Source: an optimization exercise on an open RTL-to-GDS flow (aim: small area and a short achievable clock period). Production flows keep margins and buffers that such runs may drop. At most, simulation tests tie the RTL to the original design; equivalence was not proved. Power figures rest on the tool's default switching activity, not on a simulated workload.

## whac_core
module whac_core (
    input  wire        clk,
    input  wire        rst,         
    input  wire        pause,
    input  wire        ps2_clk,
    input  wire        ps2_data,
    output wire [11:0] x_pos,
    output wire [11:0] y_pos,
    output wire        left_btn,
    output wire        right_btn,
    output wire [11:0] mole_up,
    output wire        is_start,
    output wire [3:0]  level,
    output wire [2:0]  live,
    output wire [15:0] score,
    output wire [5:0]  note,
    output wire        beep
);
Size in the first run: about 1800 cells after synthesis, ~200 flip-flops, about 13000 um^2 of cells after synthesis.
export LEC_CHECK = 0
export ABC_AREA = 1
export CAP_MARGIN = 20
export CORE_MARGIN = 2
export CORE_UTILIZATION = 60
export CTS_CLUSTER_DIAMETER = 150
export CTS_CLUSTER_SIZE = 25
export PLACE_DENSITY = 0.7
export SLEW_MARGIN = 20
create_clock -name core_clock -period 80.0 [get_ports {clk}]
standard.sh (not shown) runs the stock make flow with config.mk's settings and CLKGATE_MAP_FILE= SYNTH_SCRIPT=/design/flow/synth_recipe.tcl, a recipe that flattens the netlist after the stock synthesis.
==> flow/flow/run.sh <==
#!/bin/bash
set -euo pipefail
export BUFFER_PORTS_ARGS="-buffer_cell sky130_fd_sc_hd__buf_2"
export SETUP_SLACK_MARGIN=62.8
bash standard.sh > standard.log 2>&1
Next try:
--- a/flow/design.v
+++ b/flow/design.v
@@ -27,25 +27,25 @@
                 add[k] = a[k] ^ b[k] ^ c;
                 c = (a[k] & b[k]) | (c & (a[k] ^ b[k]));
             end
         end
     endfunction
     function ge;
         input [17:0] a, b;
         integer k;
         reg c;
         begin
             c = 1'b1;
             for (k = 0; k < 18; k = k + 1)
-                c = (a[k] & ~b[k]) | (c & (a[k] | ~b[k]));
+                c = (a[k] & ~b[k]) | (c & ~(a[k] ^ b[k]));
             ge = c;
         end
     endfunction
     reg rst_q;
     always @(posedge clk) rst_q <= rst;
     function [10:0] db11;    
         input [10:0] q;
         db11 = {q[9:0], q[10] ^ q[8] ^ (q[9:0] == 10'd0)};
     endfunction
     function [7:0] db8;      
         input [7:0] q;
         db8 = {q[6:0], q[7] ^ q[5] ^ q[4] ^ q[3] ^ (q[6:0] == 7'd0)};
Result: Register-to-register slack loses 50 ps. Combinational power goes down by about 17%. Worst setup slack loses 13 ps. Worst hold slack stays flat. Design area hardly moves. Cell count decreases by about 1.3%. Wire length fell by about 2%. Total power shrinks by about 3.5%. Count of clock-buffer cells in the layout is unchanged. Clock power went up by about 5%. Via count came out lower by 1.9%. Non-clock buffer count stays the same. Core utilization rose by 1.7 points.
No functional check of the RTL was part of the second run of this note.


RTL: one of the versions met above, not the one the previous note started from.
For scale: ~1800 cells after synthesis, roughly 200 flip-flops, about 74 I/O pins, about 13000 µm² of cells after synthesis.
// whac_core
module whac_core (
    input  wire        clk,
    input  wire        rst,         
    input  wire        pause,
    input  wire        ps2_clk,
    input  wire        ps2_data,
    output wire [11:0] x_pos,
    output wire [11:0] y_pos,
    output wire        left_btn,
    output wire        right_btn,
    output wire [11:0] mole_up,
    output wire        is_start,
    output wire [3:0]  level,
    output wire [2:0]  live,
    output wire [15:0] score,
    output wire [5:0]  note,
    output wire        beep
);
==> flow/config.mk <==
export PLATFORM = sky130hd
export DESIGN_NAME = whac_core
export DESIGN_NICKNAME = whac_core
export VERILOG_FILES = /design/flow/design.v
export SDC_FILE = /design/flow/constraint.sdc
export NUM_CORES = 4
export LEC_CHECK = 0
export ABC_AREA = 1
export CAP_MARGIN = 20
export CORE_MARGIN = 2
export CORE_UTILIZATION = 60
export CTS_CLUSTER_DIAMETER = 150
export CTS_CLUSTER_SIZE = 25
export PLACE_DENSITY = 0.7
export SLEW_MARGIN = 20
==> flow/constraint.sdc <==
create_clock -name core_clock -period 80.0 [get_ports {clk}]
set_input_delay 16.0000 -clock core_clock [delete_from_list [all_inputs] [get_ports {clk}]]
set_output_delay 16.0000 -clock core_clock [all_outputs]
set_load 0.01 [all_outputs]
==> flow/flow/run.sh <==
#!/bin/bash
set -euo pipefail
export BUFFER_PORTS_ARGS="-buffer_cell sky130_fd_sc_hd__buf_2"
bash standard.sh > standard.log 2>&1
Then changed:
--- a/flow/design.v
+++ b/flow/design.v
@@ -108,37 +108,35 @@
             rb <= bb[1];
         end
     end
     assign x_pos = {2'b00, xp};
     assign y_pos = {3'b000, yp};
     assign left_btn = lb;
     assign right_btn = rb;
-    wire [11:0] inbox;
-    wire yA0 = ge({9'd0, yp}, 18'd273) & ge(18'd307, {9'd0, yp});
-    wire yA1 = ge({9'd0, yp}, 18'd270) & ge(18'd305, {9'd0, yp});
-    wire yA2 = ge({9'd0, yp}, 18'd271) & ge(18'd306, {9'd0, yp});
-    wire yA3 = ge({9'd0, yp}, 18'd270) & ge(18'd306, {9'd0, yp});
-    wire yB  = ge({9'd0, yp}, 18'd320) & ge(18'd352, {9'd0, yp});
-    wire yC  = ge({9'd0, yp}, 18'd374) & ge(18'd408, {9'd0, yp});
-    function inx;
-        input [9:0] x, x0, x1;
-        inx = ge({8'd0, x}, {8'd0, x0}) & ge({8'd0, x1}, {8'd0, x});
+    function inb;
+        input [9:0] x;
+        input [8:0] y;
+        input [9:0] x0, x1;
+        input [8:0] y0, y1;
+        inb = ge({8'd0, x}, {8'd0, x0}) & ge({8'd0, x1}, {8'd0, x}) &
+              ge({9'd0, y}, {9'd0, y0}) & ge({9'd0, y1}, {9'd0, y});
     endfunction
-    assign inbox[0]  = inx(xp, 106, 151) & yA0;
-    assign inbox[1]  = inx(xp, 230, 274) & yA1;
-    assign inbox[2]  = inx(xp, 350, 392) & yA2;
-    assign inbox[3]  = inx(xp, 470, 513) & yA3;
-    assign inbox[4]  = inx(xp, 94,  140) & yB;
-    assign inbox[5]  = inx(xp, 224, 269) & yB;
-    assign inbox[6]  = inx(xp, 353, 400) & yB;
-    assign inbox[7]  = inx(xp, 480, 528) & yB;
-    assign inbox[8]  = inx(xp, 78,  125) & yC;
-    assign inbox[9]  = inx(xp, 218, 271) & yC;
-    assign inbox[10] = inx(xp, 357, 408) & yC;
-    assign inbox[11] = inx(xp, 496, 550) & yC;
+    wire [11:0] inbox;
+    assign inbox[0]  = inb(xp, yp, 106, 151, 273, 307);
+    assign inbox[1]  = inb(xp, yp, 230, 274, 270, 305);
+    assign inbox[2]  = inb(xp, yp, 350, 392, 271, 306);
+    assign inbox[3]  = inb(xp, yp, 470, 513, 270, 306);
+    assign inbox[4]  = inb(xp, yp, 94,  140, 320, 352);
+    assign inbox[5]  = inb(xp, yp, 224, 269, 320, 352);
+    assign inbox[6]  = inb(xp, yp, 353, 400, 320, 352);
+    assign inbox[7]  = inb(xp, yp, 480, 528, 320, 352);
+    assign inbox[8]  = inb(xp, yp, 78,  125, 374, 408);
+    assign inbox[9]  = inb(xp, yp, 218, 271, 374, 408);
+    assign inbox[10] = inb(xp, yp, 357, 408, 374, 408);
+    assign inbox[11] = inb(xp, yp, 496, 550, 374, 408);
     reg [15:0] rnd;
     reg [4:0] r25;
     reg [1:0] u;
     wire fb = rnd[15] ^ rnd[13] ^ rnd[12] ^ rnd[10];
     wire [4:0] r25n;   
     assign r25n[0] = (~r25[4] & ~r25[3] & ~r25[2] & fb) | (~r25[4] & ~r25[3] & fb & ~rnd[15]) | (~r25[4] & r25[2] & r25[1] & ~fb & rnd[15]) | (~r25[4] & r25[3] & ~fb & rnd[15]) | (~r25[4] & ~r25[2] & fb & ~rnd[15]) | (r25[3] & r25[2] & r25[0] & ~fb) | (r25[3] & r25[2] & r25[1] & ~fb) | (r25[4] & ~r25[3] & ~r25[2] & ~r25[1] & ~fb) | (r25[4] & ~fb & ~rnd[15]) | (r25[4] & r25[3] & fb & rnd[15]) | (r25[4] & r25[2] & fb & rnd[15]) | (r25[4] & r25[1] & fb & rnd[15]) | (~r25[4] & ~r25[3] & ~r25[1] & ~r25[0] & fb);
     assign r25n[1] = (~r25[4] & ~r25[3] & ~r25[2] & ~r25[0] & rnd[15]) | (~r25[4] & ~r25[3] & ~r25[1] & ~r25[0] & rnd[15]) | (~r25[4] & ~r25[3] & r25[0] & ~rnd[15]) | (~r25[4] & ~r25[0] & fb & rnd[15]) | (r25[3] & r25[0] & ~fb & rnd[15]) | (r25[0] & fb & ~rnd[15]) | (r25[4] & ~r25[0] & ~fb & ~rnd[15]) | (~r25[3] & ~r25[2] & ~r25[1] & ~r25[0] & fb & rnd[15]) | (r25[4] & r25[0] & ~fb & rnd[15]) | (r25[3] & r25[2] & r25[1] & ~r25[0] & ~fb & ~rnd[15]) | (r25[3] & ~r25[2] & r25[0] & ~rnd[15]) | (r25[4] & r25[2] & r25[0] & fb) | (r25[4] & r25[1] & r25[0] & fb) | (r25[2] & r25[1] & r25[0] & ~fb & rnd[15]);
Sequential share of layout area decreases by 0.20 points.
Final cell count goes up by about 0.6%.
Design area is higher by about 0.7%.
Clock power is higher by about 0.6%.
Synthesized cell count is higher by about 0.8%.
Die area is higher by 1.0%.
Power climbs by about 6%.
Maximum frequency goes up by about 2%.
Critical path depth shrinks by 10.
Combinational power increases by about 20%.
Clock skew stays flat.
No functional check of the RTL was part of the first run of this note.

afterwards: timing with drivers on the ports:
The flow's constraints put no driver on any port. The routed layouts listed below were extracted and timed again, unchanged, in two steps. Step 1 (the two cells are an assumption about what drives the block):
set clk [get_ports {clk}]
set_driving_cell -lib_cell sky130_fd_sc_hd__clkbuf_16 $clk
set_driving_cell -lib_cell sky130_fd_sc_hd__buf_2 [delete_from_list [all_inputs] $clk]
Step 2 moves the port delays by t, midway between the first and last clock arrival at a register: inputs arrive t later, outputs are due t later. That takes back most of the time a late clock gives input paths. Slacks: ideal / step 1 / step 2; pairs: ideal / step 1.
run | t, ns | slack for setup (ns) | latest minus earliest clock arrival (ns) | slew at the worst register clock pin (ns) | pins driven straight from the clock port
the first run of note 1 | 0.481 | 62.846 / 62.798 / 62.481 | 0.014 / 0.013 | 0.08 / 0.08 | 1
the second run of note 1 | 0.484 | 62.833 / 62.786 / 62.498 | 0.019 / 0.018 | 0.09 / 0.09 | 1
the first run of note 2 | 0.481 | 62.290 / 62.285 / 61.804 | 0.021 / 0.021 | 0.09 / 0.09 | 1
the second run of note 2 | 0.478 | 62.618 / 62.573 / 62.270 | 0.018 / 0.018 | 0.08 / 0.08 | 1
After both steps setup and hold are still met in every run listed. For the first run of note 2, which loses most, drivers alone change the setup slack by -0.005 ns; drivers and shift together by -0.486 ns.
